This is an optimization exercise on Yosys and OpenROAD, whose aim is small area, a short achievable clock period and few clock cycles, not a production implementation.
Function was checked by simulation only, so behaviour that the tests miss may differ from the original.
No driver is modelled on the clock port, so clocking that relies on it looks cheaper here than on a real chip.
Power is estimated from default activity; no workload was simulated.

**design/flow/run.sh**
```bash
#!/bin/bash
# synth_recipe.tcl (not shown) runs the flow's synth.tcl, then flattens the netlist and writes it again
# the make line also repeats each setting of config.mk as NAME=value (left out here)
make -C /OpenROAD-flow-scripts/flow DESIGN_CONFIG=/design/flow/config.mk WORK_HOME=/design/flow/orfs CLKGATE_MAP_FILE= SYNTH_SCRIPT=/design/flow/synth_recipe.tcl finish
```
**design/flow/config.mk**
```make
export PLATFORM = sky130hd
export DESIGN_NAME = top
export DESIGN_NICKNAME = top
export VERILOG_FILES = /design/flow/design.v
export SDC_FILE = /design/flow/constraint.sdc
export NUM_CORES = 4
export LEC_CHECK = 0
export CAP_MARGIN = 20
export CORE_MARGIN = 2
export CORE_UTILIZATION = 40
export CTS_BUF_LIST = sky130_fd_sc_hd__clkbuf_8
export CTS_CLUSTER_DIAMETER = 200
export CTS_CLUSTER_SIZE = 50
export SLEW_MARGIN = 20
```
**design/flow/constraint.sdc**
```tcl
create_clock -name core_clock -period 100.0 [get_ports {clk}]
set_input_delay 20.0000 -clock core_clock [delete_from_list [all_inputs] [get_ports {clk}]]
set_output_delay 20.0000 -clock core_clock [all_outputs]
set_load 0.01 [all_outputs]
```
**design/flow/design.v**
```verilog
module rsub #(parameter W = 8) (
    input  [W-1:0] a,
    input  [W-1:0] b,
    output [W-1:0] d,
    output         ge
);
wire [W:0] c;
assign c[0] = 1'b1;
genvar i;
generate
    for (i = 0; i < W; i = i + 1) begin : bit_
        wire nb = ~b[i];
        assign d[i]   = a[i] ^ nb ^ c[i];
        assign c[i+1] = (a[i] & nb) | (a[i] & c[i]) | (nb & c[i]);
    end
endgenerate
assign ge = c[W];
endmodule
module sqrt(
    input  [8:0]  rd_in,     
    input  [1:0]  yb,        
    input  [8:0]  divisor,   
    input         zero_q,    
    input  [12:0] rs_in,     
    input  [11:0] f_in,      
    output [8:0]  rd_out,
    output [12:0] rs_out,
    output        b          
);
wire [9:0] t1 = {rd_in, yb[1]};
wire [9:0] d1;
wire       q1;
rsub #(10) s1(.a(t1), .b({1'b0, divisor}), .d(d1), .ge(q1));
wire [8:0] r1 = q1 ? d1[8:0] : t1[8:0];
wire [9:0] t2 = {r1, yb[0]};
wire [9:0] d2;
wire       q2;
rsub #(10) s2(.a(t2), .b({1'b0, divisor}), .d(d2), .ge(q2));
assign rd_out = q2 ? d2[8:0] : t2[8:0];
wire [14:0] ts = {rs_in, q1 & ~zero_q, q2 & ~zero_q};
wire [14:0] ds;
rsub #(15) s3(.a(ts), .b({1'b0, f_in, 2'b01}), .d(ds), .ge(b));
assign rs_out = b ? ds[12:0] : ts[12:0];
endmodule
module top(
    input clk,
    input rst,
    input [7:0] in_data,
    input in_valid,
    input storage_reset,
    output [11:0] out_data,
    output out_valid,
    output in_rdy,
    output [1:0] err_data,
    output err_valid
);
reg  [7:0]  xq;
reg         vq, srq;
reg  [24:0] S;
reg  [8:0]  N;
reg  [3:0]  st;         
reg         ov, rdy;
reg  [8:0]  Rd;
reg  [12:0] Rs;
reg  [11:0] F;
always @(posedge clk)
    xq <= in_data;
wire [24:0] Sn;
sqacc U1(.s(srq ? 25'd0 : S), .x(vq ? xq : 8'd0), .sn(Sn));
wire [8:0]  Nn = (srq ? 9'd0 : N) + {8'd0, vq};
wire idle  = (st == 4'd0);
wire rnd   = (st == 4'd13);
wire start = idle & vq & ~in_valid;
wire [3:0] st_next = idle ? {3'd0, start} : (rnd ? 4'd0 : st + 4'd1);
always @(posedge clk or posedge rst) begin
    if (rst) begin
        vq  <= 1'b0;
        srq <= 1'b0;
        S   <= 25'd0;
        N   <= 9'd0;
        st  <= 4'd0;
        ov  <= 1'b0;
        rdy <= 1'b1;
    end else begin
        vq  <= in_valid;
        srq <= storage_reset;
        S   <= Sn;
        N   <= Nn;
        st  <= st_next;
        ov  <= rnd;
        rdy <= (st_next == 4'd0) & ~in_valid;
    end
end
reg [1:0] yb;
always @(*) begin
    case (st)
        4'd1: yb = S[15:14];
        4'd2: yb = S[13:12];
        4'd3: yb = S[11:10];
        4'd4: yb = S[9:8];
        4'd5: yb = S[7:6];
        4'd6: yb = S[5:4];
        4'd7: yb = S[3:2];
        4'd8: yb = S[1:0];
        default: yb = 2'b00;
    endcase
end
wire [8:0]  rd_out;
wire [12:0] rs_out;
wire        b;
sqrt U0(
    .rd_in  (Rd),
    .yb     (yb),
    .divisor(N),
    .zero_q (rnd),
    .rs_in  (Rs),
    .f_in   (F),
    .rd_out (rd_out),
    .rs_out (rs_out),
    .b      (b)
);
always @(posedge clk) begin
    Rd <= idle ? Sn[24:16] : rd_out;
    Rs <= idle ? 13'd0 : rs_out;
    F  <= idle ? 12'd0 : (rnd ? F + {11'd0, b} : {F[10:0], b});
end
assign out_data  = F;
assign out_valid = ov;
assign in_rdy    = rdy;
assign err_data  = 2'b00;
assign err_valid = 1'b0;
endmodule
module sqacc(input [24:0] s, input [7:0] x, output [24:0] sn);
wire p1 = x[0] & x[1];
wire p2 = x[0] & x[2];
wire p3 = x[0] & x[3];
wire p4 = x[0] & x[4];
wire p5 = x[0] & x[5];
wire p6 = x[0] & x[6];
wire p7 = x[0] & x[7];
wire p8 = x[1] & x[2];
wire p9 = x[1] & x[3];
wire p10 = x[1] & x[4];
wire p11 = x[1] & x[5];
wire p12 = x[1] & x[6];
wire p13 = x[1] & x[7];
wire p14 = x[2] & x[3];
wire p15 = x[2] & x[4];
wire p16 = x[2] & x[5];
wire p17 = x[2] & x[6];
wire p18 = x[2] & x[7];
wire p19 = x[3] & x[4];
wire p20 = x[3] & x[5];
wire p21 = x[3] & x[6];
wire p22 = x[3] & x[7];
wire p23 = x[4] & x[5];
wire p24 = x[4] & x[6];
wire p25 = x[4] & x[7];
wire p26 = x[5] & x[6];
wire p27 = x[5] & x[7];
wire p28 = x[6] & x[7];
wire s29 = s[0] ^ x[0];
wire c30 = s[0] & x[0];
wire s31 = s[1] ^ c30;
wire c32 = s[1] & c30;
wire s33 = s[2] ^ x[1] ^ p1;
wire c34 = (s[2] & x[1]) | (s[2] & p1) | (x[1] & p1);
wire s35 = c32 ^ s33;
wire c36 = c32 & s33;
wire s37 = s[3] ^ p2 ^ c34;
wire c38 = (s[3] & p2) | (s[3] & c34) | (p2 & c34);
wire s39 = c36 ^ s37;
wire c40 = c36 & s37;
wire s41 = s[4] ^ x[2] ^ p3;
wire c42 = (s[4] & x[2]) | (s[4] & p3) | (x[2] & p3);
wire s43 = p8 ^ s41 ^ c38;
wire c44 = (p8 & s41) | (p8 & c38) | (s41 & c38);
wire s45 = c40 ^ s43;
wire c46 = c40 & s43;
wire s47 = s[5] ^ p4 ^ p9;
wire c48 = (s[5] & p4) | (s[5] & p9) | (p4 & p9);
wire s49 = c42 ^ s47 ^ c44;
wire c50 = (c42 & s47) | (c42 & c44) | (s47 & c44);
wire s51 = c46 ^ s49;
wire c52 = c46 & s49;
wire s53 = s[6] ^ x[3] ^ p5;
wire c54 = (s[6] & x[3]) | (s[6] & p5) | (x[3] & p5);
wire s55 = p10 ^ p14 ^ c48;
wire c56 = (p10 & p14) | (p10 & c48) | (p14 & c48);
wire s57 = s53 ^ s55 ^ c50;
wire c58 = (s53 & s55) | (s53 & c50) | (s55 & c50);
wire s59 = c52 ^ s57;
wire c60 = c52 & s57;
wire s61 = s[7] ^ p6 ^ p11;
wire c62 = (s[7] & p6) | (s[7] & p11) | (p6 & p11);
wire s63 = p15 ^ c54 ^ s61;
wire c64 = (p15 & c54) | (p15 & s61) | (c54 & s61);
wire s65 = c56 ^ s63 ^ c58;
wire c66 = (c56 & s63) | (c56 & c58) | (s63 & c58);
wire s67 = c60 ^ s65;
wire c68 = c60 & s65;
wire s69 = s[8] ^ x[4] ^ p7;
wire c70 = (s[8] & x[4]) | (s[8] & p7) | (x[4] & p7);
wire s71 = p12 ^ p16 ^ p19;
wire c72 = (p12 & p16) | (p12 & p19) | (p16 & p19);
wire s73 = c62 ^ s69 ^ s71;
wire c74 = (c62 & s69) | (c62 & s71) | (s69 & s71);
wire s75 = c64 ^ s73 ^ c66;
wire c76 = (c64 & s73) | (c64 & c66) | (s73 & c66);
wire s77 = c68 ^ s75;
wire c78 = c68 & s75;
wire s79 = s[9] ^ p13 ^ p17;
wire c80 = (s[9] & p13) | (s[9] & p17) | (p13 & p17);
wire s81 = p20 ^ c70 ^ c72;
wire c82 = (p20 & c70) | (p20 & c72) | (c70 & c72);
wire s83 = s79 ^ c74 ^ s81;
wire c84 = (s79 & c74) | (s79 & s81) | (c74 & s81);
wire s85 = s83 ^ c76 ^ c78;
wire c86 = (s83 & c76) | (s83 & c78) | (c76 & c78);
wire s87 = s[10] ^ x[5] ^ p18;
wire c88 = (s[10] & x[5]) | (s[10] & p18) | (x[5] & p18);
wire s89 = p21 ^ p23 ^ c80;
wire c90 = (p21 & p23) | (p21 & c80) | (p23 & c80);
wire s91 = s87 ^ c82 ^ s89;
wire c92 = (s87 & c82) | (s87 & s89) | (c82 & s89);
wire s93 = c84 ^ s91 ^ c86;
wire c94 = (c84 & s91) | (c84 & c86) | (s91 & c86);
wire s95 = s[11] ^ p22 ^ p24;
wire c96 = (s[11] & p22) | (s[11] & p24) | (p22 & p24);
wire s97 = c88 ^ s95 ^ c90;
wire c98 = (c88 & s95) | (c88 & c90) | (s95 & c90);
wire s99 = c92 ^ s97 ^ c94;
wire c100 = (c92 & s97) | (c92 & c94) | (s97 & c94);
wire s101 = s[12] ^ x[6] ^ p25;
wire c102 = (s[12] & x[6]) | (s[12] & p25) | (x[6] & p25);
wire s103 = p26 ^ c96 ^ s101;
wire c104 = (p26 & c96) | (p26 & s101) | (c96 & s101);
wire s105 = s103 ^ c98 ^ c100;
wire c106 = (s103 & c98) | (s103 & c100) | (c98 & c100);
wire s107 = s[13] ^ p27 ^ c102;
wire c108 = (s[13] & p27) | (s[13] & c102) | (p27 & c102);
wire s109 = c104 ^ s107 ^ c106;
wire c110 = (c104 & s107) | (c104 & c106) | (s107 & c106);
wire s111 = s[14] ^ x[7] ^ p28;
wire c112 = (s[14] & x[7]) | (s[14] & p28) | (x[7] & p28);
wire s113 = s111 ^ c108 ^ c110;
wire c114 = (s111 & c108) | (s111 & c110) | (c108 & c110);
wire s115 = s[15] ^ c112 ^ c114;
wire c116 = (s[15] & c112) | (s[15] & c114) | (c112 & c114);
wire s117 = s[16] ^ c116;
wire c118 = s[16] & c116;
wire s119 = s[17] ^ c118;
wire c120 = s[17] & c118;
wire s121 = s[18] ^ c120;
wire c122 = s[18] & c120;
wire s123 = s[19] ^ c122;
wire c124 = s[19] & c122;
wire s125 = s[20] ^ c124;
wire c126 = s[20] & c124;
wire s127 = s[21] ^ c126;
wire c128 = s[21] & c126;
wire s129 = s[22] ^ c128;
wire c130 = s[22] & c128;
wire s131 = s[23] ^ c130;
wire c132 = s[23] & c130;
wire s133 = s[24] ^ c132;
wire c134 = s[24] & c132;
assign sn[0] = s29;
assign sn[1] = s31;
assign sn[2] = s35;
assign sn[3] = s39;
assign sn[4] = s45;
assign sn[5] = s51;
assign sn[6] = s59;
assign sn[7] = s67;
assign sn[8] = s77;
assign sn[9] = s85;
assign sn[10] = s93;
assign sn[11] = s99;
assign sn[12] = s105;
assign sn[13] = s109;
assign sn[14] = s113;
assign sn[15] = s115;
assign sn[16] = s117;
assign sn[17] = s119;
assign sn[18] = s121;
assign sn[19] = s123;
assign sn[20] = s125;
assign sn[21] = s127;
assign sn[22] = s129;
assign sn[23] = s131;
assign sn[24] = s133;
endmodule
```
==> results of run 1 <==
-- tightest hold or removal path: stages (launching register included) --
cell and delay, ps:
dfxtp_1 320, nor2_1 90, a211oi_1 50
-- logic make-up (layout without fill, tap and decap cells) --
group / count (synthesis) / after routing
AOI/OAI and AO/OA: 63 / 63
xor gates and xnor gates: 14 / 14
buffers and inverters: 87 / 105
other: 1 / 3
muxes: 10 / 10
and+or+nand+nor: 193 / 193
DFF: 84 / 84
adders and majority gates: 86 / 86
-- power by group --
group          total (mW)  internal (mW)  switching, mW
Sequential         0.0594         0.0460         0.0134
Clock              0.0226        0.00964         0.0129
Combinational      0.0755         0.0362         0.0393
Total               0.157         0.0919         0.0656
-- how the worst max path moves through the flow --
stage | from | to | cells after the start
floorplan | rst | N[0] | 1
global placement | in_valid | rdy | 5
detailed placement | in_valid | rdy | 5
CTS | F[3] | out_data[3] | 1
global route | F[3] | out_data[3] | 1
finish | F[3] | out_data[3] | 1
-- per-stage QoR --
| stage | total power, mW | instances | area, um^2 |
|---|---|---|---|
| floorplan | 0.116 | 540 | 5420 |
| global placement | 0.134 | 718 | 5780 |
| detailed placement | 0.137 | 718 | 5780 |
| CTS | 0.160 | 734 | 5960 |
| global route | 0.174 | 734 | 5960 |
| finish | 0.157 | 734 | 5960 |
-- metal layers --
metal | up-vias | GRT usage [%] | share of wire (%)
met5 | - | 0 | 0
met4 | 0 | 6.54 | 1.9
met3 | 15 | 2.55 | 2.3
met2 | 34 | 26.6 | 51
met1 | 1821 | 19.9 | 45
li1 | 1776 | - | -
-- final cells by class --
type,count,area (um^2)
fillers,1307,7280
multi-input cells,369,3170
flip-flops and latches,84,1890
repair buffers,29,280
inverters,60,225
well taps,176,220
clock buffers,10,138
clock inverters,6,40.0
-- registers in the layout, indices dropped and copies added (netlist names) --
name / flops
S: 25
Rs: 13
F: 12
N: 9
Rd: 9
xq: 8
st: 4
ov: 1
rdy: 1
srq: 1
vq: 1
-- placed cells by master, fill, tap and decap left out, types with 2 or more instances in the layout --
cell              n
buf_4             4
clkinvlp_4        3
and3_1           21
conb_1            3
and2_1            7
nor4b_1           2
nand2_1          54
or3_1             2
xnor2_1          13
dfrtp_1          41
o21ai_0          18
nand3b_1          8
a32oi_1           2
dfxtp_1          42
a21oi_1          20
nand3_1          19
nor3_1            6
nand2b_1         11
nor2_1           32
clkbuf_8         10
a211oi_1         13
inv_1            60
nor4_1            2
ha_1             27
nor2b_1          21
a211o_1           2
fa_1             59
mux2i_1           9
clkdlybuf4s50_1  25
==> flow_metrics.py, run 1 <==
metrics = {
    "logic_synthesis": {
        "synth.top_cell.area_share_pct": 21.8,
        "netlist_area_um2": 5410,
        "synth_top_family_by_area": "adder cells",
        "ys_warn_count": 1,
        "synth_seq_cells": 84,
        "post_synth_most_frequent_cells": "60 x inv_1, 59 x fa_1, 54 x nand2_1, 42 x dfxtp_1, 41 x dfrtp_1",
        "synthSimpleGateAreaFrac_pct": 18.9,
        "syn_inst": 538,
        "synthMuxAreaShare_pct": 1.87,
        "avgSynthCellArea_um2": 10.1,
        "synth_edf_count": 0,
        "synth_compound_area_share_pct": 7.19,
        "yosysMostFrequentCell": "inv_1",
        "yosysSeqAreaShare_pct": 35.0,
        "synth_ff_type": "dfxtp_1",
        "synthDistinctLibCells": 49,
        "synth_adder_area_share_pct": 28.1,
        "yosysTopAreaCell": "fa_1",
        "synthArstFlopShare_pct": 50.0,
        "synthXorXnorAreaFrac_pct": 2.27,
        "synth_area_leaders": "fa_1 22%, dfrtp_1 19%, dfxtp_1 16%, ha_1 6.2%, inv_1 4.2%",
    },
    "timing": {
        "worst_slew_pin_slew_ps": 926,
        "finalSetupViolCount": 0,
        "rsz0062_at_grt": "no",
        "setup_tns_ps": 0,
        "period_share_pct": 21.5,
        "finalHoldViolations": 0,
        "hold_ws_ps": 501,
        "fin_ws_ps": 78520,
        "max_freq_mhz": 46.6,
        "maxSlewViolCount": 0,
        "fin_crit_ps": 21480,
        "slew_headroom_pct": 38.3,
        "fin_skew_ps": 12.1,
    },
    "clock_network": {
        "clock-sinks": 84,
        "clk_pin_slew_ps": 90,
        "post_cts_buffers": 0,
        "cts_resized": 0,
        "cts_root_buffer": "clkbuf_8",
        "cts.hold.buffers_added": 0,
        "insertion_delay_ps": 380,
        "htreeDepth": 3,
        "clockBufferDepth": 2,
        "numCtsBuffers": 9,
        "tritoncts": "done",
    },
    "placed_design": {
        "io_buffers": 25,
        "dp_hpwl_um": 7670,
        "dp_slack_ps": 78700,
        "gp_congestion": 0.795,
    },
    "worst_setup_path": {
        "slowest_delay_ps": 600,
        "crit_chain": "clkdlybuf4s50_1",
        "cp.arrival_ps": 1480,
        "worstPathRequired_ps": 80000,
        "path_buf_inv": 1,
        "r2r_start": "st[0]",
        "crit_type": "reg -> out",
        "r2r_slack_ps": 84720,
        "rr_worst_depth": 50,
        "critPathLaunchType": "register",
        "cp_max_fo": 8,
        "cp_top_family": "buffers and inverters",
        "crit_path_end_kind": "output pin",
        "r2r_end": "F[11]",
        "critical-path-slowest-cell": "clkdlybuf4s50_1",
    },
    "floorplan": {
        "dieHeight_um": 120,
        "coreArea_um2": 13200,
        "ioPinCount": 29,
        "dieArea_um2": 14500,
        "start_util_pct": 40.9,
        "die_w_um": 120,
        "num_rows": 42,
    },
    "pwr": {
        "p_leak_nw": 2.77,
        "power_density_nw_per_um2": 26.4,
        "peakVddDrop_uv": 7.79,
    },
    "finish": {
        "antenna_cells": 0,
        "finalNetCount": 651,
        "area_delta_synth_final_pct": 10.1,
        "drive_gt1_share_pct": 4.84,
        "fin_util_pct": 45.0,
    },
    "routing": {
        "post_drt_via_cell_ratio": 4.97,
        "drc": 0,
        "first_pass_iters": 4,
        "wire_per_inst_um": 13.9,
        "routed-via-count": 3646,
        "drt_iter0_markers": 145,
        "routed_wl_um": 10200,
        "antenna_left": 0,
    },
    "grt": {
        "grtUsageTotal_pct": 15.7,
        "grt_pass1_vias": 3708,
        "antenna_found_initial": 0,
        "grt_max_degree": 45,
        "grt_overflow": 0,
        "grt_pass1_wl_um": 17900,
    },
    "run": {
        "cap_violations": 0,
    },
    "hold_path": {
        "hp-class": "reg -> reg",
        "hold_path_depth": 2,
        "hold-path-endpoint": "Rs[10]",
        "hp-start": "Rs[8]",
    },
    "status": {
        "outcome": "finished clean",
    },
}
Testbench counts, summed over its fixed seeds: cycles 9,702.
==> run 2, diff against run 1 <==
==> design/flow/flow/run.sh (new file) <==
#!/bin/bash
# Standard layout, with plain buffers (buf_1) on the ports.
bash standard.sh BUFFER_PORTS_ARGS="-buffer_cell sky130_fd_sc_hd__buf_1" finish > standard.log 2>&1
==> design/flow/standard.sh (new file) <==
#!/bin/bash
# synth_recipe.tcl (not shown) runs the flow's synth.tcl, then flattens the netlist and writes it again
# the make line also repeats each setting of config.mk as NAME=value (left out here)
make -C /OpenROAD-flow-scripts/flow DESIGN_CONFIG=/design/flow/config.mk WORK_HOME=/design/flow/orfs CLKGATE_MAP_FILE= SYNTH_SCRIPT=/design/flow/synth_recipe.tcl "${@:-finish}"
removed: design/flow/run.sh
==> flow_metrics.py, run 2 <==
metrics = {
    "status": {
        "outcome": "finished clean",
    },
    "logic_synthesis": {
        "synth.top_cell.area_share_pct": 21.8,
        "synth_seq_cells": 84,
        "synth_adder_area_share_pct": 28.1,
        "netlist_area_um2": 5410,
        "yosysTopAreaCell": "fa_1",
        "avgSynthCellArea_um2": 10.1,
        "yosysMostFrequentCell": "inv_1",
        "synthSimpleGateAreaFrac_pct": 18.9,
        "synth_top_family_by_area": "adder cells",
        "post_synth_most_frequent_cells": "60 x inv_1, 59 x fa_1, 54 x nand2_1, 42 x dfxtp_1, 41 x dfrtp_1",
        "synth_ff_type": "dfxtp_1",
        "syn_inst": 538,
        "synthDistinctLibCells": 49,
        "synth_compound_area_share_pct": 7.19,
        "synth_area_leaders": "fa_1 22%, dfrtp_1 19%, dfxtp_1 16%, ha_1 6.2%, inv_1 4.2%",
        "synth_edf_count": 0,
        "synthArstFlopShare_pct": 50.0,
        "yosysSeqAreaShare_pct": 35.0,
        "synthXorXnorAreaFrac_pct": 2.27,
        "ys_warn_count": 1,
        "synthMuxAreaShare_pct": 1.87,
    },
    "routing": {
        "first_pass_iters": 4,
        "routed-via-count": 3622,
        "post_drt_via_cell_ratio": 4.93,
        "routed_wl_um": 10200,
        "wire_per_inst_um": 13.8,
        "drc": 0,
        "antenna_left": 0,
        "drt_iter0_markers": 140,
    },
    "clock_network": {
        "tritoncts": "done",
        "numCtsBuffers": 9,
        "cts_root_buffer": "clkbuf_8",
        "clock-sinks": 84,
        "clockBufferDepth": 2,
        "cts.hold.buffers_added": 0,
        "cts_resized": 0,
        "post_cts_buffers": 0,
        "htreeDepth": 3,
        "insertion_delay_ps": 380,
        "clk_pin_slew_ps": 90,
    },
    "pwr": {
        "peakVddDrop_uv": 9.03,
        "p_comb_share_pct": 45.5,
        "power.switching_mw": 0.0656,
        "intPower_mw": 0.0929,
        "power_frac_clock_pct": 17.1,
        "power_density_nw_per_um2": 27.1,
        "swShare_pct": 41.4,
        "p_leak_nw": 2.73,
        "seqPwrFrac_pct": 37.4,
    },
    "worst_setup_path": {
        "cp_top_family": "flip-flops",
        "critical-path-slowest-cell": "dfxtp_1",
        "path_buf_inv": 1,
        "cp_max_fo": 8,
        "critPathLaunchType": "register",
        "crit_path_end_kind": "output pin",
        "cp.arrival_ps": 1090,
        "worstPathRequired_ps": 80000,
        "crit_chain": "buf_1",
        "slowest_delay_ps": 500,
        "crit_type": "reg -> out",
    },
    "finish": {
        "top_regs": "S: 25 flops, Rs: 13 flops, F: 12 flops",
        "mostFrequentLayoutCells": "61 x inv_1, 59 x fa_1, 54 x nand2_1",
        "antenna_cells": 0,
        "drive_gt1_share_pct": 4.66,
        "regMostFlops": "S",
        "area_delta_synth_final_pct": 7.98,
        "finalNetCount": 651,
        "fin_cells": 734,
        "fill_cells": 1304,
        "largest_reg_flops": 25,
        "fin_util_pct": 44.1,
        "layout.cells.most_common": "inv_1",
    },
    "grt": {
        "grt_pass1_wl_um": 18100,
        "grt_max_degree": 45,
        "antenna_found_initial": 0,
        "grt_overflow": 0,
        "grtUsageTotal_pct": 15.8,
        "grt_pass1_vias": 3827,
    },
    "floorplan": {
        "coreArea_um2": 13200,
        "die_w_um": 120,
        "start_util_pct": 40.9,
        "dieHeight_um": 120,
        "num_rows": 42,
        "ioPinCount": 29,
        "dieArea_um2": 14500,
    },
    "timing": {
        "hold_ws_ps": 505,
        "period_share_pct": 21.1,
        "worst_slew_pin_slew_ps": 922,
        "setup_tns_ps": 0,
        "max_freq_mhz": 47.4,
        "finalHoldViolations": 0,
        "maxSlewViolCount": 0,
        "fin_ws_ps": 78910,
        "fin_skew_ps": 14.1,
        "finalSetupViolCount": 0,
        "rsz0062_at_grt": "no",
        "slew_headroom_pct": 38.6,
        "fin_crit_ps": 21090,
    },
    "placed_design": {
        "dp_hpwl_um": 7590,
        "io_buffers": 25,
        "gp_congestion": 0.814,
        "dp_cells": 718,
        "dp_slack_ps": 79090,
    },
    "hold_path": {
        "hp-class": "reg -> reg",
    },
    "run": {
        "cap_violations": 0,
    },
}
[run 2: logic make-up after synthesis]
kind of cell / count (synthesis)
muxes: 10
AOI/OAI and AO/OA: 63
adders and majority gates: 86
DFF: 84
buffers and inverters: 87
other: 1
and+or+nand+nor: 193
xor gates and xnor gates: 14
[run 2: worst min-delay path, cell delays in order, from the launching register on]
cell	delay, ps
dfxtp_1	320
nor2_1	100
a211oi_1	50
[run 2: power groups by stage]
stage	registers [mW]	clock network (mW)	logic, mW
final	0.0593	0.0271	0.0720
after global placement	0.0595	0	0.0715
after CTS	0.0595	0.0279	0.0738
after detailed placement	0.0601	0	0.0741
after floorplan	0.0554	0	0.0603
after global routing	0.0616	0.0291	0.0849
[run 2: through the flow]
| step | power (mW) | instance area, um^2 |
|---|---|---|
| final | 0.158 | 5840 |
| after floorplan | 0.116 | 5420 |
| after global placement | 0.131 | 5630 |
| after CTS | 0.161 | 5840 |
| after detailed placement | 0.134 | 5630 |
| after global routing | 0.176 | 5840 |
[run 2: final timing paths]
check | start | to | slack (ps) | cells past startpoint
setup / recovery | F[9] | out_data[9] | 78910 | 1
hold / removal | Rs[4] | Rs[6] | 500 | 2
setup reg to reg | st[0] | F[11] | 84710 | 50
hold reg to reg | Rs[4] | Rs[6] | 500 | 2
max in group asynchronous | rst | N[7] | 79890 | 3
min in group asynchronous | rst | srq | 19720 | 3
[run 2: layer usage]
layer | wire (um) | part of all wire [%] | global-route usage (%) | vias up
li1 | - | - | - | 1778
met1 | 4660 | 46 | 20.5 | 1790
met2 | 5100 | 50 | 26.5 | 40
met3 | 229 | 2.3 | 2.64 | 14
met4 | 178 | 1.8 | 6.18 | 0
met5 | 0 | 0 | 0 | -
[run 2: final cells by class]
class	count	area (um^2)	share of cell area [%]
clock buffers	9	124	2.12
clock inverters	7	92.6	1.58
inverters	60	225	3.85
multi-input cells	369	3170	54.2
flip-flops and latches	84	1890	32.4
well taps	176	220	3.77
repair buffers	29	124	2.12
==> run 3, diff against run 2 <==
==> design/flow/flow/run.sh (replaced) <==
#!/bin/bash
# Standard layout, with plain buffers (buf_2) on the ports.
bash standard.sh BUFFER_PORTS_ARGS="-buffer_cell sky130_fd_sc_hd__buf_2" finish > standard.log 2>&1
==> flow_metrics.py, run 3 <==
metrics = {
    "status": {
        "outcome": "finished clean",
    },
    "floorplan": {
        "ioPinCount": 29,
        "dieHeight_um": 120,
        "num_rows": 42,
        "start_util_pct": 40.9,
        "coreArea_um2": 13200,
        "die_w_um": 120,
        "dieArea_um2": 14500,
    },
    "worst_setup_path": {
        "critPathLaunchType": "register",
        "r2r_slack_ps": 84740,
        "worstPathRequired_ps": 80000,
        "crit_chain": "buf_2",
        "r2r_end": "F[11]",
        "crit_path_end_kind": "output pin",
        "crit_type": "reg -> out",
        "r2r_start": "st[0]",
        "slowest_delay_ps": 500,
        "critical-path-slowest-cell": "dfxtp_1",
        "path_buf_inv": 1,
        "cp_max_fo": 8,
        "cp_top_family": "flip-flops",
        "rr_worst_depth": 50,
        "cp.arrival_ps": 1070,
    },
    "clock_network": {
        "clock-sinks": 84,
        "htreeDepth": 3,
        "cts_resized": 0,
        "cts_root_buffer": "clkbuf_8",
        "cts.hold.buffers_added": 0,
        "post_cts_buffers": 0,
        "tritoncts": "done",
        "clockBufferDepth": 2,
        "clk_pin_slew_ps": 90,
        "numCtsBuffers": 9,
        "insertion_delay_ps": 380,
    },
    "timing": {
        "slew_headroom_pct": 39.3,
        "max_freq_mhz": 47.5,
        "finalHoldViolations": 0,
        "fin_ws_ps": 78930,
        "rsz0062_at_grt": "no",
        "worst_slew_pin_slew_ps": 911,
        "finalSetupViolCount": 0,
        "fin_crit_ps": 21070,
        "period_share_pct": 21.1,
        "maxSlewViolCount": 0,
        "hold_ws_ps": 503,
        "setup_tns_ps": 0,
        "fin_skew_ps": 16.4,
    },
    "finish": {
        "largest_reg_flops": 25,
        "final_area_um2": 5860,
        "top_regs": "S: 25 flops, Rs: 13 flops, F: 12 flops",
        "fill_cells": 1320,
        "finalNetCount": 651,
        "fin_cells": 734,
        "mostFrequentLayoutCells": "60 x inv_1, 59 x fa_1, 54 x nand2_1",
        "area_delta_synth_final_pct": 8.30,
        "layout.cells.most_common": "inv_1",
        "drive_gt1_share_pct": 9.32,
        "antenna_cells": 0,
        "regMostFlops": "S",
    },
    "hold_path": {
        "hold-path-endpoint": "Rs[11]",
        "hold_path_depth": 2,
        "hp-class": "reg -> reg",
        "hp-start": "Rs[9]",
    },
    "logic_synthesis": {
        "yosysTopAreaCell": "fa_1",
        "avgSynthCellArea_um2": 10.1,
        "synth_edf_count": 0,
        "netlist_area_um2": 5410,
        "synthArstFlopShare_pct": 50.0,
        "yosysMostFrequentCell": "inv_1",
        "synthDistinctLibCells": 49,
        "yosysSeqAreaShare_pct": 35.0,
        "ys_warn_count": 1,
        "synth_ff_type": "dfxtp_1",
        "post_synth_most_frequent_cells": "60 x inv_1, 59 x fa_1, 54 x nand2_1, 42 x dfxtp_1, 41 x dfrtp_1",
        "syn_inst": 538,
        "synth_seq_cells": 84,
        "synth.top_cell.area_share_pct": 21.8,
        "synth_area_leaders": "fa_1 22%, dfrtp_1 19%, dfxtp_1 16%, ha_1 6.2%, inv_1 4.2%",
    },
    "grt": {
        "grt_pass1_vias": 3779,
        "grtUsageTotal_pct": 15.3,
        "antenna_found_initial": 0,
        "grt_pass1_wl_um": 17600,
        "grt_max_degree": 45,
        "grt_overflow": 0,
    },
    "placed_design": {
        "io_buffers": 25,
        "dp_cells": 718,
        "dp_slack_ps": 79140,
        "dp_hpwl_um": 7640,
        "dpl-instance-area_um2": 5660,
        "gp_congestion": 0.788,
    },
    "pwr": {
        "power.switching_mw": 0.0653,
        "power_density_nw_per_um2": 26.8,
        "intPower_mw": 0.0919,
        "peakVddDrop_uv": 9.74,
        "seqPwrFrac_pct": 37.6,
        "p_leak_nw": 2.80,
        "p_comb_share_pct": 46.3,
        "swShare_pct": 41.5,
        "power_frac_clock_pct": 16.0,
    },
    "routing": {
        "first_pass_iters": 4,
        "drc": 0,
        "post_drt_via_cell_ratio": 4.92,
        "routed-via-count": 3612,
        "wire_per_inst_um": 13.7,
        "antenna_left": 0,
        "drt_iter0_markers": 97,
        "routed_wl_um": 10100,
    },
    "run": {
        "cap_violations": 0,
    },
}
## run 3: cell counts after synthesis
Identical to the previous run, type by type.
## run 3: power by group through the flow
stage | registers, mW | logic [mW] | clock network [mW]
floorplan | 0.0554 | 0.0603 | 0
global placement | 0.0594 | 0.0723 | 0
detailed placement | 0.0599 | 0.0743 | 0
CTS | 0.0593 | 0.0745 | 0.0259
global route | 0.0616 | 0.0856 | 0.0273
finish | 0.0591 | 0.0728 | 0.0252
## run 3: cell type report
| type | instances | area, um^2 | area share (%) |
|---|---|---|---|
| clock inverters | 6 | 65.1 | 1.11 |
| repair buffers | 29 | 155 | 2.65 |
| flip-flops and latches | 84 | 1890 | 32.3 |
| inverters | 60 | 225 | 3.84 |
| well taps | 176 | 220 | 3.76 |
| clock buffers | 10 | 138 | 2.35 |
| multi-input cells | 369 | 3170 | 54.0 |
## run 3: kinds of logic (layout without fill, tap and decap cells)
family	Yosys count	count (layout)	share of synthesized area, %
buffers and inverters	87	105	6.68
multiplexers	10	10	1.87
flip-flops	84	84	35.0
XOR/XNOR	14	14	2.27
other	1	3	0.0693
adder cells (fa/ha/maj)	86	86	28.1
AO/OA/AOI/OAI	63	63	7.19
AND/OR/NAND/NOR	193	193	18.9
## run 3: how the worst max path moves through the flow
stage                   from           to  slack, ps  depth (start not counted)
finish                  F[3]  out_data[3]      78930                          1
global route            F[6]  out_data[6]      78880                          1
CTS                     F[3]  out_data[3]      78910                          1
detailed placement  in_valid          rdy      79140                          5
global placement    in_valid          rdy      79180                          5
floorplan                rst         N[0]      79030                          1
## run 3: metal layers
layer  wire length [um]  part of all wire, %  GRT usage, %
met2               5160                   51          26.5
met4                183                  1.8          6.10
met1               4520                   45          19.2
met3                219                  2.2          2.41
met5                  0                    0             0
## run 3: stage by stage
stage	util (%)	power, mW
6_report	44.3	0.157
5_1_grt	44.3	0.174
4_1_cts	44.3	0.160
3_5_place_dp	42.7	0.134
3_3_place_gp	42.7	0.132
2_1_floorplan	-	0.116
==> run 4, diff against run 3 <==
==> design/flow/run.sh (new file) <==
#!/bin/bash
# synth_recipe.tcl (not shown) runs the flow's synth.tcl, then flattens the netlist and writes it again
# the make line also repeats each setting of config.mk as NAME=value (left out here)
make -C /OpenROAD-flow-scripts/flow DESIGN_CONFIG=/design/flow/config.mk WORK_HOME=/design/flow/orfs CLKGATE_MAP_FILE= SYNTH_SCRIPT=/design/flow/synth_recipe.tcl finish
--- a/design/flow/config.mk
+++ b/design/flow/config.mk
@@ -8,7 +8,4 @@
 export CAP_MARGIN = 20
 export CORE_MARGIN = 2
 export CORE_UTILIZATION = 40
-export CTS_BUF_LIST = sky130_fd_sc_hd__clkbuf_8
-export CTS_CLUSTER_DIAMETER = 200
-export CTS_CLUSTER_SIZE = 50
 export SLEW_MARGIN = 20
removed: design/flow/flow/run.sh
removed: design/flow/standard.sh
==> flow_metrics.py, run 4 <==
metrics = {
    "logic_synthesis": {
        "synth.top_cell.area_share_pct": 21.8,
        "synth_ff_type": "dfxtp_1",
        "synthDistinctLibCells": 49,
        "syn_inst": 538,
        "yosysTopAreaCell": "fa_1",
        "synthArstFlopShare_pct": 50.0,
        "synth_area_leaders": "fa_1 22%, dfrtp_1 19%, dfxtp_1 16%, ha_1 6.2%, inv_1 4.2%",
        "synth_edf_count": 0,
        "yosysSeqAreaShare_pct": 35.0,
        "avgSynthCellArea_um2": 10.1,
        "post_synth_most_frequent_cells": "60 x inv_1, 59 x fa_1, 54 x nand2_1, 42 x dfxtp_1, 41 x dfrtp_1",
        "synth_seq_cells": 84,
        "netlist_area_um2": 5410,
        "yosysMostFrequentCell": "inv_1",
        "ys_warn_count": 1,
    },
    "placed_design": {
        "dpl-instance-area_um2": 5780,
        "io_buffers": 25,
        "dp_hpwl_um": 7670,
        "dp_slack_ps": 78700,
        "gp_congestion": 0.795,
    },
    "floorplan": {
        "start_util_pct": 40.9,
        "num_rows": 42,
        "die_w_um": 120,
        "ioPinCount": 29,
        "coreArea_um2": 13200,
        "dieArea_um2": 14500,
        "dieHeight_um": 120,
    },
    "grt": {
        "grt_pass1_vias": 3698,
        "grt_overflow": 0,
        "grtUsageTotal_pct": 15.7,
        "grt_pass1_wl_um": 17900,
        "antenna_found_initial": 0,
        "grt_max_degree": 45,
    },
    "routing": {
        "antenna_left": 0,
        "routed-via-count": 3642,
        "routed_wl_um": 10200,
        "drc": 0,
        "wire_per_inst_um": 13.9,
        "first_pass_iters": 5,
        "post_drt_via_cell_ratio": 4.96,
        "drt_iter0_markers": 156,
    },
    "timing": {
        "finalSetupViolCount": 0,
        "period_share_pct": 21.4,
        "fin_ws_ps": 78570,
        "setup_tns_ps": 0,
        "rsz0062_at_grt": "no",
        "worst_slew_pin_slew_ps": 922,
        "hold_ws_ps": 497,
        "slew_headroom_pct": 38.5,
        "fin_crit_ps": 21430,
        "maxSlewViolCount": 0,
        "fin_skew_ps": 5.57,
        "max_freq_mhz": 46.7,
        "finalHoldViolations": 0,
    },
    "worst_setup_path": {
        "slowest_delay_ps": 600,
        "cp_top_family": "buffers and inverters",
        "critPathLaunchType": "register",
        "cp.arrival_ps": 1430,
        "critical-path-slowest-cell": "clkdlybuf4s50_1",
        "crit_path_end_kind": "output pin",
        "path_buf_inv": 1,
        "cp_max_fo": 8,
        "worstPathRequired_ps": 80000,
        "crit_type": "reg -> out",
        "crit_chain": "clkdlybuf4s50_1",
    },
    "clock_network": {
        "tritoncts": "done",
        "htreeDepth": 3,
        "post_cts_buffers": 0,
        "insertion_delay_ps": 350,
        "cts.hold.buffers_added": 0,
        "clock-sinks": 84,
        "cts_root_buffer": "clkbuf_16",
        "numCtsBuffers": 9,
        "clockBufferDepth": 2,
        "cts_resized": 0,
        "clk_pin_slew_ps": 60,
    },
    "finish": {
        "regMostFlops": "S",
        "largest_reg_flops": 25,
        "area_delta_synth_final_pct": 12.0,
        "top_regs": "S: 25 flops, Rs: 13 flops, F: 12 flops",
        "fin_util_pct": 45.8,
        "drive_gt1_share_pct": 4.84,
        "final_area_um2": 6060,
        "fill_cells": 1295,
        "mostFrequentLayoutCells": "59 x inv_1, 59 x fa_1, 54 x nand2_1",
        "antenna_cells": 0,
        "finalNetCount": 651,
    },
    "pwr": {
        "power_density_nw_per_um2": 27.4,
        "peakVddDrop_uv": 9.25,
        "p_leak_nw": 2.81,
    },
    "run": {
        "cap_violations": 0,
    },
    "status": {
        "outcome": "finished clean",
    },
    "hold_path": {
        "hp-class": "reg -> reg",
    },
}
-- run 4: path summary, 6_finish.rpt --
kind / start / end / slack [ps] / cells past startpoint
max in group asynchronous: rst / rdy / 79520 / 3
setup / recovery: F[3] / out_data[3] / 78570 / 1
setup reg to reg: st[0] / F[11] / 84740 / 50
hold / removal: Rs[9] / Rs[11] / 500 / 2
hold reg to reg: Rs[9] / Rs[11] / 500 / 2
min in group asynchronous: rst / srq / 20100 / 3
-- run 4: metal layers --
layer | wire, um | track usage, %
met1 | 4500 | 20.0
met3 | 284 | 3.25
met4 | 132 | 5.67
met5 | 0 | 0
met2 | 5300 | 26.6
-- run 4: through the flow --
step	power, mW	cells
5_1_grt	0.183	734
3_3_place_gp	0.134	718
4_1_cts	0.169	734
3_5_place_dp	0.137	718
6_report	0.166	734
2_1_floorplan	0.116	540
-- run 4: kinds of logic after synthesis --
group | Yosys count | share of synthesized area (%)
AO/OA/AOI/OAI | 63 | 7.19
XOR/XNOR | 14 | 2.27
adder cells (fa/ha/maj) | 86 | 28.1
buffers and inverters | 87 | 6.68
flip-flops | 84 | 35.0
multiplexers | 10 | 1.87
other | 1 | 0.0693
AND/OR/NAND/NOR | 193 | 18.9
-- run 4: final cells by class --
class,instances,area [um^2],area share [%]
multi-input cells,369,3170,52.2
flip-flops and latches,84,1890,31.2
repair buffers,29,280,4.62
clock buffers,11,243,4.00
inverters,60,225,3.71
well taps,176,220,3.63
clock inverters,5,36.3,0.598
-- run 4: power breakdown --
group | leakage [nW] | total (mW) | internal [mW] | switching [mW]
Sequential | 0.893 | 0.0595 | 0.0461 | 0.0133
Combinational | 1.79 | 0.0755 | 0.0362 | 0.0393
Clock | 0.128 | 0.0313 | 0.0175 | 0.0138
Total | 2.81 | 0.166 | 0.0999 | 0.0664
==> run 5, diff against run 4 <==
==> design/flow/flow/run.sh (new file) <==
#!/bin/bash
# Standard layout with plain port buffers and a small clock tree without dummy loads.
bash standard.sh BUFFER_PORTS_ARGS="-buffer_cell sky130_fd_sc_hd__buf_1" \
  CTS_ARGS="-sink_clustering_enable -repair_clock_nets -dont_use_dummy_load -sink_clustering_size 100 -sink_clustering_max_diameter 1000 -buf_list sky130_fd_sc_hd__clkbuf_16 -root_buf sky130_fd_sc_hd__clkbuf_16" \
  finish > standard.log 2>&1
==> design/flow/standard.sh (new file) <==
#!/bin/bash
# synth_recipe.tcl (not shown) runs the flow's synth.tcl, then flattens the netlist and writes it again
# the make line also repeats each setting of config.mk as NAME=value (left out here)
make -C /OpenROAD-flow-scripts/flow DESIGN_CONFIG=/design/flow/config.mk WORK_HOME=/design/flow/orfs CLKGATE_MAP_FILE= SYNTH_SCRIPT=/design/flow/synth_recipe.tcl "${@:-finish}"
removed: design/flow/run.sh
==> flow_metrics.py, run 5 <==
metrics = {
    "status": {
        "outcome": "finished clean",
    },
    "clock_network": {
        "insertion_delay_ps": 340,
        "numCtsBuffers": 9,
        "htreeDepth": 3,
        "clockBufferDepth": 2,
        "cts_root_buffer": "clkbuf_16",
        "cts_resized": 0,
        "clock-sinks": 84,
        "clk_pin_slew_ps": 60,
        "tritoncts": "done",
        "post_cts_buffers": 0,
        "cts.hold.buffers_added": 0,
    },
    "placed_design": {
        "dpl-instance-area_um2": 5630,
        "gp_congestion": 0.814,
        "dp_hpwl_um": 7590,
        "dp_cells": 718,
        "dp_slack_ps": 79090,
        "io_buffers": 25,
    },
    "worst_setup_path": {
        "critPathLaunchType": "register",
        "rr_worst_depth": 50,
        "path_buf_inv": 1,
        "critical-path-slowest-cell": "dfxtp_1",
        "crit_path_end_kind": "output pin",
        "slowest_delay_ps": 490,
        "r2r_slack_ps": 84750,
        "cp_top_family": "flip-flops",
        "cp.arrival_ps": 1030,
        "worst-path-stages": 1,
        "crit_type": "reg -> out",
        "crit_chain": "buf_1",
        "worstPathRequired_ps": 80000,
        "cp_max_fo": 8,
    },
    "timing": {
        "rsz0062_at_grt": "no",
        "fin_skew_ps": 16.4,
        "max_freq_mhz": 47.5,
        "slew_headroom_pct": 38.9,
        "finalHoldViolations": 0,
        "period_share_pct": 21.0,
        "worst_slew_pin_slew_ps": 916,
        "fin_crit_ps": 21030,
        "setup_tns_ps": 0,
        "finalSetupViolCount": 0,
        "maxSlewViolCount": 0,
        "fin_ws_ps": 78970,
    },
    "routing": {
        "drt_iter0_markers": 139,
        "first_pass_iters": 4,
        "routed-via-count": 3633,
        "antenna_left": 0,
        "post_drt_via_cell_ratio": 5.00,
        "drc": 0,
        "routed_wl_um": 10200,
        "wire_per_inst_um": 14.0,
    },
    "floorplan": {
        "start_util_pct": 40.9,
        "coreArea_um2": 13200,
        "dieHeight_um": 120,
        "num_rows": 42,
        "ioPinCount": 29,
        "die_w_um": 120,
        "dieArea_um2": 14500,
    },
    "logic_synthesis": {
        "synth.top_cell.area_share_pct": 21.8,
        "post_synth_most_frequent_cells": "60 x inv_1, 59 x fa_1, 54 x nand2_1, 42 x dfxtp_1, 41 x dfrtp_1",
        "avgSynthCellArea_um2": 10.1,
        "netlist_area_um2": 5410,
        "ys_warn_count": 1,
        "synth_seq_cells": 84,
        "synth_edf_count": 0,
        "yosysSeqAreaShare_pct": 35.0,
        "synth_area_leaders": "fa_1 22%, dfrtp_1 19%, dfxtp_1 16%, ha_1 6.2%, inv_1 4.2%",
        "synth_ff_type": "dfxtp_1",
        "yosysMostFrequentCell": "inv_1",
        "synthArstFlopShare_pct": 50.0,
        "syn_inst": 538,
        "synthDistinctLibCells": 49,
        "yosysTopAreaCell": "fa_1",
    },
    "grt": {
        "grt_max_degree": 45,
        "grtUsageTotal_pct": 15.8,
        "grt_pass1_vias": 3844,
        "antenna_found_initial": 0,
        "grt_pass1_wl_um": 18200,
        "grt_overflow": 0,
    },
    "run": {
        "cap_violations": 0,
    },
    "pwr": {
        "p_leak_nw": 2.73,
        "peakVddDrop_uv": 10.8,
        "p_total_mw": 0.159,
        "power_density_nw_per_um2": 27.2,
    },
    "finish": {
        "largest_reg_flops": 25,
        "antenna_cells": 0,
        "area_delta_synth_final_pct": 8.14,
        "fin_cells": 727,
        "drive_gt1_share_pct": 3.81,
        "mostFrequentLayoutCells": "59 x inv_1, 59 x fa_1, 54 x nand2_1",
        "final_area_um2": 5850,
        "regMostFlops": "S",
        "finalNetCount": 651,
        "top_regs": "S: 25 flops, Rs: 13 flops, F: 12 flops",
    },
    "hold_path": {
        "hp-class": "reg -> reg",
        "hold_path_depth": 2,
    },
}
==> run 5: cell counts after synthesis <==
No cell type changed its count.
==> run 5: power by group <==
group / total, mW / switching, mW / internal (mW)
clock network: 0.0280 / 0.0122 / 0.0158
registers: 0.0595 / 0.0133 / 0.0461
logic: 0.0720 / 0.0392 / 0.0328
==> run 5: final timing paths <==
check                           startpoint          end
min in group asynchronous              rst          srq
worst min-delay path                 Rs[9]       Rs[11]
max in group asynchronous              rst         N[7]
worst max-delay path                  F[3]  out_data[3]
worst max register to register       st[0]        F[11]
worst min register to register       Rs[9]       Rs[11]
==> run 5: worst reg2reg max path, delay by kind of cell, from the launching register on <==
kind	cells	cell delay, ps
buffers and inverters	3	190
AO/OA/AOI/OAI	7	930
AND/OR/NAND/NOR	10	3110
adder cells (fa/ha/maj)	30	10250
flip-flops	1	730
==> run 5: area by class of cell <==
| cell class | count | area (um^2) |
|---|---|---|
| inverter | 60 | 225 |
| sequential | 84 | 1890 |
| fill | 1293 | 7390 |
| clock buffer | 9 | 225 |
| multi-input combinational | 369 | 3170 |
| tap | 176 | 220 |
| timing repair buffer | 29 | 124 |
==> run 5: per-stage QoR <==
stage	utilization (%)	hold WS, ps
global placement	42.5	484
detailed placement	42.5	489
floorplan	-	471
global route	44.2	514
finish	44.2	491
CTS	44.2	495
==> run 5: layer usage <==
metal  wire [um]  part of all wire [%]  GRT usage, %
met1        4630                    45          20.4
met2        5100                    50          26.8
met3         312                   3.1          3.49
met4         144                   1.4          4.43
met5           0                     0             0
==> run 5: cell families after synthesis <==
family                     count (synthesis)  share of synthesized area [%]
buffers and inverters                     87                           6.68
and+or+nand+nor                          193                           18.9
DFF                                       84                           35.0
adders and majority gates                 86                           28.1
muxes                                     10                           1.87
AOI/OAI and AO/OA                         63                           7.19
other                                      1                         0.0693
xor gates and xnor gates                  14                           2.27
==> run 6, diff against run 5 <==
==> design/flow/flow/run.sh (replaced) <==
#!/bin/bash
# Standard layout with plain port buffers and a small clock tree without dummy loads.
bash standard.sh BUFFER_PORTS_ARGS="-buffer_cell sky130_fd_sc_hd__buf_1" \
  CTS_ARGS="-sink_clustering_enable -repair_clock_nets -dont_use_dummy_load -sink_clustering_size 100 -sink_clustering_max_diameter 1000 -buf_list sky130_fd_sc_hd__clkbuf_8 -root_buf sky130_fd_sc_hd__clkbuf_16" \
  finish > standard.log 2>&1
==> flow_metrics.py, run 6 <==
metrics = {
    "finish": {
        "finalNetCount": 651,
        "largest_reg_flops": 25,
        "regMostFlops": "S",
        "area_delta_synth_final_pct": 8.14,
        "top_regs": "S: 25 flops, Rs: 13 flops, F: 12 flops",
        "final_area_um2": 5850,
        "fin_cells": 727,
        "antenna_cells": 0,
        "drive_gt1_share_pct": 3.81,
        "fin_util_pct": 44.2,
        "mostFrequentLayoutCells": "59 x inv_1, 59 x fa_1, 54 x nand2_1",
        "fill_cells": 1293,
    },
    "timing": {
        "setup_tns_ps": 0,
        "worst_slew_pin_slew_ps": 916,
        "hold_ws_ps": 491,
        "slew_headroom_pct": 38.9,
        "period_share_pct": 21.0,
        "rsz0062_at_grt": "no",
        "finalSetupViolCount": 0,
        "maxSlewViolCount": 0,
        "max_freq_mhz": 47.5,
        "fin_skew_ps": 16.4,
        "fin_ws_ps": 78970,
        "fin_crit_ps": 21030,
        "finalHoldViolations": 0,
    },
    "worst_setup_path": {
        "r2r_start": "st[0]",
        "crit_path_end_kind": "output pin",
        "cp.arrival_ps": 1030,
        "cp_max_fo": 8,
        "crit_chain": "buf_1",
        "critical-path-slowest-cell": "dfxtp_1",
        "cp_top_family": "flip-flops",
        "crit_type": "reg -> out",
        "critPathLaunchType": "register",
        "timing.critical_path.from": "F[3]",
        "worstPathRequired_ps": 80000,
        "slowest_delay_ps": 490,
        "path_buf_inv": 1,
    },
    "pwr": {
        "p_leak_nw": 2.73,
        "p_total_mw": 0.159,
        "peakVddDrop_uv": 10.8,
        "power_density_nw_per_um2": 27.2,
    },
    "clock_network": {
        "post_cts_buffers": 0,
        "clk_pin_slew_ps": 60,
        "numCtsBuffers": 9,
        "clockBufferDepth": 2,
        "cts_resized": 0,
        "tritoncts": "done",
        "insertion_delay_ps": 340,
        "htreeDepth": 3,
        "cts.hold.buffers_added": 0,
        "cts_root_buffer": "clkbuf_16",
        "clock-sinks": 84,
    },
    "grt": {
        "grt_overflow": 0,
        "grt_pass1_vias": 3844,
        "grtUsageTotal_pct": 15.8,
        "grt_pass1_wl_um": 18200,
        "grt_max_degree": 45,
        "antenna_found_initial": 0,
    },
    "logic_synthesis": {
        "yosysMostFrequentCell": "inv_1",
        "post_synth_most_frequent_cells": "60 x inv_1, 59 x fa_1, 54 x nand2_1, 42 x dfxtp_1, 41 x dfrtp_1",
        "yosysSeqAreaShare_pct": 35.0,
        "synth_edf_count": 0,
        "synthArstFlopShare_pct": 50.0,
        "ys_warn_count": 1,
        "synth_area_leaders": "fa_1 22%, dfrtp_1 19%, dfxtp_1 16%, ha_1 6.2%, inv_1 4.2%",
        "yosysTopAreaCell": "fa_1",
        "netlist_area_um2": 5410,
        "synthDistinctLibCells": 49,
        "syn_inst": 538,
        "synth_ff_type": "dfxtp_1",
        "synth_seq_cells": 84,
        "avgSynthCellArea_um2": 10.1,
        "synth.top_cell.area_share_pct": 21.8,
    },
    "status": {
        "outcome": "finished clean",
    },
    "routing": {
        "routed-via-count": 3633,
        "drc": 0,
        "first_pass_iters": 4,
        "routed_wl_um": 10200,
        "drt_iter0_markers": 139,
        "post_drt_via_cell_ratio": 5.00,
        "antenna_left": 0,
        "wire_per_inst_um": 14.0,
    },
    "placed_design": {
        "gp_congestion": 0.814,
        "dp_cells": 718,
        "io_buffers": 25,
        "dpl-instance-area_um2": 5630,
        "dp_hpwl_um": 7590,
        "dp_slack_ps": 79090,
    },
    "floorplan": {
        "die_w_um": 120,
        "dieArea_um2": 14500,
        "dieHeight_um": 120,
        "ioPinCount": 29,
        "coreArea_um2": 13200,
        "num_rows": 42,
        "start_util_pct": 40.9,
    },
    "run": {
        "cap_violations": 0,
    },
    "hold_path": {
        "hp-class": "reg -> reg",
        "hp-start": "Rs[9]",
    },
}
[run 6: final cells by class]
| class | count | area [um^2] | share of cell area [%] |
|---|---|---|---|
| Inverter | 60 | 225 | 3.85 |
| Tap cell | 176 | 220 | 3.76 |
| Timing Repair Buffer | 29 | 124 | 2.12 |
| Clock buffer | 9 | 225 | 3.85 |
| Sequential cell | 84 | 1890 | 32.3 |
| Multi-Input combinational cell | 369 | 3170 | 54.1 |
[run 6: cells by family (layout without fill, tap and decap cells)]
| family | after synthesis | after routing | share of synthesized area [%] |
|---|---|---|---|
| flops | 84 | 84 | 35.0 |
| other cells | 1 | 3 | 0.0693 |
| xor+xnor | 14 | 14 | 2.27 |
| buf+inv | 87 | 98 | 6.68 |
| mux | 10 | 10 | 1.87 |
| simple gates | 193 | 193 | 18.9 |
| compound gates | 63 | 63 | 7.19 |
| fa+ha+maj | 86 | 86 | 28.1 |
[run 6: worst paths after layout]
| check | endpoint | slack (ps) | cells past startpoint |
|---|---|---|---|
| worst max-delay path | out_data[3] | 78970 | 1 |
| worst min-delay path | Rs[11] | 490 | 2 |
| worst max register to register | F[11] | 84750 | 50 |
| worst min register to register | Rs[11] | 490 | 2 |
| max in group asynchronous | N[7] | 79840 | 3 |
| min in group asynchronous | srq | 19760 | 3 |
[run 6: where the power goes]
| part | internal (mW) | switching [mW] |
|---|---|---|
| logic | 0.0328 | 0.0392 |
| registers | 0.0461 | 0.0133 |
| clock network | 0.0158 | 0.0122 |
[run 6: metal layers]
metal | vias to the layer above | global-route usage (%) | share of wire (%)
li1 | 1769 | - | -
met1 | 1798 | 20.4 | 45
met2 | 52 | 26.8 | 50
met3 | 14 | 3.49 | 3.1
met4 | 0 | 4.43 | 1.4
met5 | - | 0 | 0
==> run 7, diff against run 6 <==
==> design/flow/flow/run.sh (replaced) <==
#!/bin/bash
# The standard layout (the standard.sh, standard synthesis) with two
# changes: plain buf_1 cells as the port buffers, and a one-level clock tree
# built by flow/clock_tree.tcl before CTS (2 clkbuf_16 driving the
# flip-flops) instead of TritonCTS's H-tree.
export FLOW_CLK_BUFS=2
export FLOW_CLK_CELL=sky130_fd_sc_hd__clkbuf_16
bash standard.sh BUFFER_PORTS_ARGS="-buffer_cell sky130_fd_sc_hd__buf_1" \
  PRE_CTS_TCL="$PWD/flow/clock_tree.tcl" finish > standard.log 2>&1
==> design/flow/flow/clock_tree.tcl (new file) <==
# PRE_CTS hook: a one-level clock tree. The clock port drives a few clock
# buffers, each driving the flip-flops of one cluster (k-means on the
# flip-flop positions). TritonCTS then finds the clock net already buffered
# and leaves it alone.
proc my_clock_tree {nbuf cell} {
  set net [$block findNet clk]
  set pts {}
  foreach it [$net getITerms] {
    set b [[$it getInst] getBBox]
    lappend pts [list $it [expr {([$b xMin]+[$b xMax])/2.0}] [expr {([$b yMin]+[$b yMax])/2.0}]]
  }
  set pts [lsort -real -index 1 $pts]
  set n [llength $pts]
  # initial centres spread along x
  set cs {}
  for {set k 0} {$k < $nbuf} {incr k} {
    set p [lindex $pts [expr {int(($k + 0.5) * $n / $nbuf)}]]
    lappend cs [list [lindex $p 1] [lindex $p 2]]
  }
  for {set iter 0} {$iter < 30} {incr iter} {
    set groups {}
    for {set k 0} {$k < $nbuf} {incr k} { lappend groups {} }
    foreach p $pts {
      set best 0; set bd 1e30
      for {set k 0} {$k < $nbuf} {incr k} {
        set c [lindex $cs $k]
        set d [expr {abs([lindex $p 1]-[lindex $c 0]) + abs([lindex $p 2]-[lindex $c 1])}]
        if {$d < $bd} { set bd $d; set best $k }
      }
      lset groups $best [concat [lindex $groups $best] [list $p]]
    }
    set cs {}
    foreach g $groups {
      set sx 0; set sy 0
      foreach p $g { set sx [expr {$sx + [lindex $p 1]}]; set sy [expr {$sy + [lindex $p 2]}] }
      set m [expr {max(1, [llength $g])}]
      lappend cs [list [expr {$sx / $m}] [expr {$sy / $m}]]
    }
  }
  set dbu [$block getDbUnitsPerMicron]
  for {set k 0} {$k < $nbuf} {incr k} {
    set g [lindex $groups $k]
    if {[llength $g] == 0} continue
    set pins {}
    foreach p $g {
      set it [lindex $p 0]
      lappend pins [get_pins "[[$it getInst] getName]/[[$it getMTerm] getName]"]
    }
    set c [lindex $cs $k]
    insert_buffer -buffer_cell $cell -net clk -load_pins $pins \
      -location [list [expr {[lindex $c 0] / $dbu}] [expr {[lindex $c 1] / $dbu}]]
    puts "clock buffer $k: [llength $g] flip-flops"
  }
}
my_clock_tree $::env(FLOW_CLK_BUFS) $::env(FLOW_CLK_CELL)
==> flow_metrics.py, run 7 <==
metrics = {
    "status": {
        "stop_error": "Error: cts.tcl, 6 can't read \"block\": no such variable",
        "outcome": "aborted with a tool error",
        "stop_stage": "clock tree synthesis",
    },
    "placed_design": {
        "dp_cells": 718,
        "dp_hpwl_um": 7590,
        "gp_congestion": 0.814,
        "io_buffers": 25,
        "dp_slack_ps": 79090,
    },
    "logic_synthesis": {
        "synthXorXnorAreaFrac_pct": 2.27,
        "synth_seq_cells": 84,
        "synth_area_leaders": "fa_1 22%, dfrtp_1 19%, dfxtp_1 16%, ha_1 6.2%, inv_1 4.2%",
        "yosysMostFrequentCell": "inv_1",
        "synthArstFlopShare_pct": 50.0,
        "synthDistinctLibCells": 49,
        "netlist_area_um2": 5410,
        "synth.top_cell.area_share_pct": 21.8,
        "synth_edf_count": 0,
        "avgSynthCellArea_um2": 10.1,
        "post_synth_most_frequent_cells": "60 x inv_1, 59 x fa_1, 54 x nand2_1, 42 x dfxtp_1, 41 x dfrtp_1",
        "synth_compound_area_share_pct": 7.19,
        "ys_warn_count": 1,
        "yosysSeqAreaShare_pct": 35.0,
        "synth_adder_area_share_pct": 28.1,
        "yosysTopAreaCell": "fa_1",
        "synth_top_family_by_area": "adder cells",
        "synthMuxAreaShare_pct": 1.87,
        "syn_inst": 538,
        "synth_ff_type": "dfxtp_1",
        "synthSimpleGateAreaFrac_pct": 18.9,
    },
    "floorplan": {
        "start_util_pct": 40.9,
        "die_w_um": 120,
        "dieHeight_um": 120,
        "ioPinCount": 29,
        "num_rows": 42,
    },
}
## run 7: power by group through the flow
stage | Combinational (mW) | Clock, mW | Sequential, mW
detailed placement | 0.0741 | 0 | 0.0601
global placement | 0.0715 | 0 | 0.0595
floorplan | 0.0603 | 0 | 0.0554
## run 7: kinds of logic after synthesis
logic type | Yosys count
and+or+nand+nor | 193
buffers and inverters | 87
adders and majority gates | 86
DFF | 84
AOI/OAI and AO/OA | 63
xor gates and xnor gates | 14
muxes | 10
other | 1
## run 7: worst max-delay path by stage
| stage | from | to | slack [ps] | cells after the start |
|---|---|---|---|---|
| floorplan | rst | N[0] | 79030 | 1 |
| global placement | in_valid | rdy | 79160 | 5 |
| detailed placement | in_valid | rdy | 79090 | 5 |
## run 7: per-stage QoR
step | cell area, um^2 | utilization [%]
after floorplan | 5420 | -
after global placement | 5630 | 42.5
after detailed placement | 5630 | 42.5
==> run 8, diff against run 7 <==
==> design/flow/flow/run.sh (replaced) <==
#!/bin/bash
# The standard layout (the standard.sh, standard synthesis) with two
# changes: plain buf_1 cells as the port buffers, and a one-level clock tree
# built by flow/clock_tree.tcl before CTS (4 clkbuf_16 driving the
# flip-flops) instead of TritonCTS's H-tree.
export FLOW_CLK_BUFS=4
export FLOW_CLK_CELL=sky130_fd_sc_hd__clkbuf_16
bash standard.sh BUFFER_PORTS_ARGS="-buffer_cell sky130_fd_sc_hd__buf_1" \
  PRE_CTS_TCL="$PWD/flow/clock_tree.tcl" finish > standard.log 2>&1
--- a/design/flow/flow/clock_tree.tcl
+++ b/design/flow/flow/clock_tree.tcl
@@ -3,6 +3,7 @@
 # flip-flop positions). TritonCTS then finds the clock net already buffered
 # and leaves it alone.
 proc my_clock_tree {nbuf cell} {
+  set block [ord::get_db_block]
   set net [$block findNet clk]
   set pts {}
   foreach it [$net getITerms] {
==> flow_metrics.py, run 8 <==
metrics = {
    "status": {
        "outcome": "finished clean",
    },
    "logic_synthesis": {
        "synth_compound_area_share_pct": 7.19,
        "syn_inst": 538,
        "synth_ff_type": "dfxtp_1",
        "synthXorXnorAreaFrac_pct": 2.27,
        "synthMuxAreaShare_pct": 1.87,
        "synth_adder_area_share_pct": 28.1,
        "yosysTopAreaCell": "fa_1",
        "synth_area_leaders": "fa_1 22%, dfrtp_1 19%, dfxtp_1 16%, ha_1 6.2%, inv_1 4.2%",
        "synthArstFlopShare_pct": 50.0,
        "avgSynthCellArea_um2": 10.1,
        "synth_seq_cells": 84,
        "synthDistinctLibCells": 49,
        "yosysMostFrequentCell": "inv_1",
        "ys_warn_count": 1,
        "netlist_area_um2": 5410,
        "post_synth_most_frequent_cells": "60 x inv_1, 59 x fa_1, 54 x nand2_1, 42 x dfxtp_1, 41 x dfrtp_1",
        "yosysSeqAreaShare_pct": 35.0,
        "synth.top_cell.area_share_pct": 21.8,
        "synth_top_family_by_area": "adder cells",
        "synthSimpleGateAreaFrac_pct": 18.9,
        "synth_edf_count": 0,
    },
    "timing": {
        "worst_slew_pin_slew_ps": 937,
        "hold_ws_ps": 499,
        "period_share_pct": 20.9,
        "slew_headroom_pct": 37.5,
        "max_freq_mhz": 47.9,
        "finalSetupViolCount": 0,
        "finalHoldViolations": 0,
        "fin_crit_ps": 20870,
        "setup_tns_ps": 0,
        "rsz0062_at_grt": "no",
        "fin_skew_ps": 37.0,
        "maxSlewViolCount": 0,
    },
    "floorplan": {
        "dieArea_um2": 14500,
        "dieHeight_um": 120,
        "die_w_um": 120,
        "coreArea_um2": 13200,
        "num_rows": 42,
        "start_util_pct": 40.9,
        "ioPinCount": 29,
    },
    "clock_network": {
        "clk_pin_slew_ps": 110,
        "insertion_delay_ps": 170,
        "cts.hold.buffers_added": 0,
        "post_cts_buffers": 0,
        "cts_resized": 0,
    },
    "placed_design": {
        "dp_hpwl_um": 7590,
        "gp_congestion": 0.814,
        "dpl-instance-area_um2": 5630,
        "io_buffers": 25,
    },
    "pwr": {
        "power_frac_clock_pct": 10.8,
        "power.switching_mw": 0.0613,
        "seqPwrFrac_pct": 40.2,
        "p_leak_nw": 2.66,
        "intPower_mw": 0.0862,
        "swShare_pct": 41.6,
        "power_density_nw_per_um2": 25.7,
        "p_total_mw": 0.147,
        "p_comb_share_pct": 48.9,
        "peakVddDrop_uv": 11.3,
    },
    "finish": {
        "antenna_cells": 0,
        "drive_gt1_share_pct": 2.93,
        "fill_cells": 1305,
        "largest_reg_flops": 25,
        "finalNetCount": 646,
        "area_delta_synth_final_pct": 5.83,
        "top_regs": "S: 25 flops, Rs: 13 flops, F: 12 flops",
        "mostFrequentLayoutCells": "59 x inv_1, 59 x fa_1, 54 x nand2_1",
        "final_area_um2": 5730,
        "regMostFlops": "S",
    },
    "hold_path": {
        "hold-path-endpoint": "Rs[10]",
        "hold_path_depth": 2,
        "hp-class": "reg -> reg",
        "hp-start": "Rs[8]",
    },
    "routing": {
        "drc": 0,
        "post_drt_via_cell_ratio": 4.97,
        "wl_met1_um": 4570,
        "routed-via-count": 3586,
        "met2_length_um": 5160,
        "drt_iter0_markers": 131,
        "wl_met3_um": 203,
        "antenna_left": 0,
        "routed_wl_um": 10000,
        "highest_layer": "met4",
        "wire_per_inst_um": 13.9,
        "first_pass_iters": 6,
    },
    "worst_setup_path": {
        "cp_top_family": "flip-flops",
        "cp.arrival_ps": 870,
        "r2r_end": "F[11]",
        "critical-path-slowest-cell": "dfxtp_1",
        "crit_chain": "buf_1",
        "worstPathRequired_ps": 80000,
        "crit_path_end_kind": "output pin",
        "r2r_slack_ps": 84730,
        "slowest_delay_ps": 510,
        "crit_type": "reg -> out",
        "critPathLaunchType": "register",
        "path_buf_inv": 1,
        "rr_worst_depth": 50,
        "r2r_start": "st[0]",
        "cp_max_fo": 8,
        "worst-path-stages": 1,
    },
    "grt": {
        "grt_pass1_vias": 3787,
        "grt_pass1_wl_um": 17900,
        "grtUsageTotal_pct": 14.7,
        "grt_overflow": 0,
        "grt_max_degree": 45,
        "antenna_found_initial": 0,
    },
    "run": {
        "cap_violations": 0,
    },
}
run 8: layout make-up, clock buffers not listed:
type                       instances  area (um^2)  share of cell area, %
sequential                        84         1890                   33.0
timing repair buffer              29          124                   2.16
tap                              176          220                   3.84
inverter                          60          225                   3.93
multi-input combinational        369         3170                   55.3
run 8: worst max path at each step:
stage / from / end / slack [ps]
6_report: F[3] / out_data[3] / 79130
5_1_grt: F[2] / out_data[2] / 79070
4_1_cts: in_valid / rdy / 79090
3_5_place_dp: in_valid / rdy / 79090
3_3_place_gp: in_valid / rdy / 79160
2_1_floorplan: rst / N[0] / 79030
run 8: cells by family (layout without fill, tap and decap cells):
group / after synthesis / in the layout
and+or+nand+nor: 193 / 193
buffers and inverters: 87 / 93
adders and majority gates: 86 / 86
DFF: 84 / 84
AOI/OAI and AO/OA: 63 / 63
xor gates and xnor gates: 14 / 14
muxes: 10 / 10
other: 1 / 3
run 8: worst register-to-register path, delay by kind of cell (launching register included):
kind            cells  cell delay (ps)
fa+ha+maj          30            10270
simple gates       10             3120
buf+inv             3              190
flops               1              740
compound gates      7              930
run 8: power by group through the flow:
stage          clock network, mW  logic (mW)  registers (mW)
2_1_floorplan                  0      0.0603          0.0554
3_3_place_gp                   0      0.0715          0.0595
3_5_place_dp                   0      0.0741          0.0601
4_1_cts                   0.0122      0.0738          0.0603
5_1_grt                   0.0179      0.0848          0.0616
6_report                  0.0160      0.0721          0.0593
run 8: layer usage:
metal / vias to the layer above / global-route usage, %
met5: - / 0
met4: 0 / 1.31
met3: 7 / 0.943
met2: 34 / 26.5
met1: 1780 / 20.3
li1: 1765 / -
run 8: stage by stage:
stage	util [%]	setup slack, ps	instances
after global placement	42.5	79160	718
after global routing	43.3	79070	722
after detailed placement	42.5	79090	718
final	43.3	79130	722
after floorplan	-	79030	540
after CTS	43.3	79090	722

==> re-timing with driven ports <==
How much do the figures lean on ideal ports? The routed layouts below were timed once more, with nothing changed but the port constraints.
Step 1 (the two cells are an assumption about what drives the block):
set clk [get_ports {clk}]
set_driving_cell -lib_cell sky130_fd_sc_hd__clkbuf_16 $clk
set_driving_cell -lib_cell sky130_fd_sc_hd__buf_2 [delete_from_list [all_inputs] $clk]
Step 2 also shifts input and output timing later by t, the mid clock arrival at the registers, as if the neighbouring blocks saw the same clock.
Three values: no drivers, after step 1, after step 2; two values: the first two.
| run | t (ns) | slack for setup (ns) | worst register clock-pin slew, ns | worst data-port slew with drivers (ns) |
|---|---|---|---|---|
| run 1 | 0.407 | 78.523 / 78.490 / 78.692 | 0.09 / 0.09 | 0.03 |
| run 2 | 0.402 | 78.913 / 78.881 / 79.090 | 0.09 / 0.09 | 0.03 |
| run 3 | 0.402 | 78.929 / 78.897 / 79.139 | 0.09 / 0.09 | 0.03 |
| run 4 | 0.380 | 78.573 / 78.536 / 78.694 | 0.06 / 0.06 | 0.03 |
| run 5 | 0.369 | 78.969 / 78.934 / 79.085 | 0.06 / 0.06 | 0.03 |
| run 6 | 0.369 | 78.969 / 78.934 / 79.085 | 0.06 / 0.06 | 0.03 |
| run 8 | 0.230 | 79.126 / 79.047 / 79.083 | 0.11 / 0.11 | 0.03 |
After both steps every run listed still meets setup and hold. For run 8, which loses most, drivers alone change the setup slack by -0.079 ns; drivers and shift together by -0.043 ns.
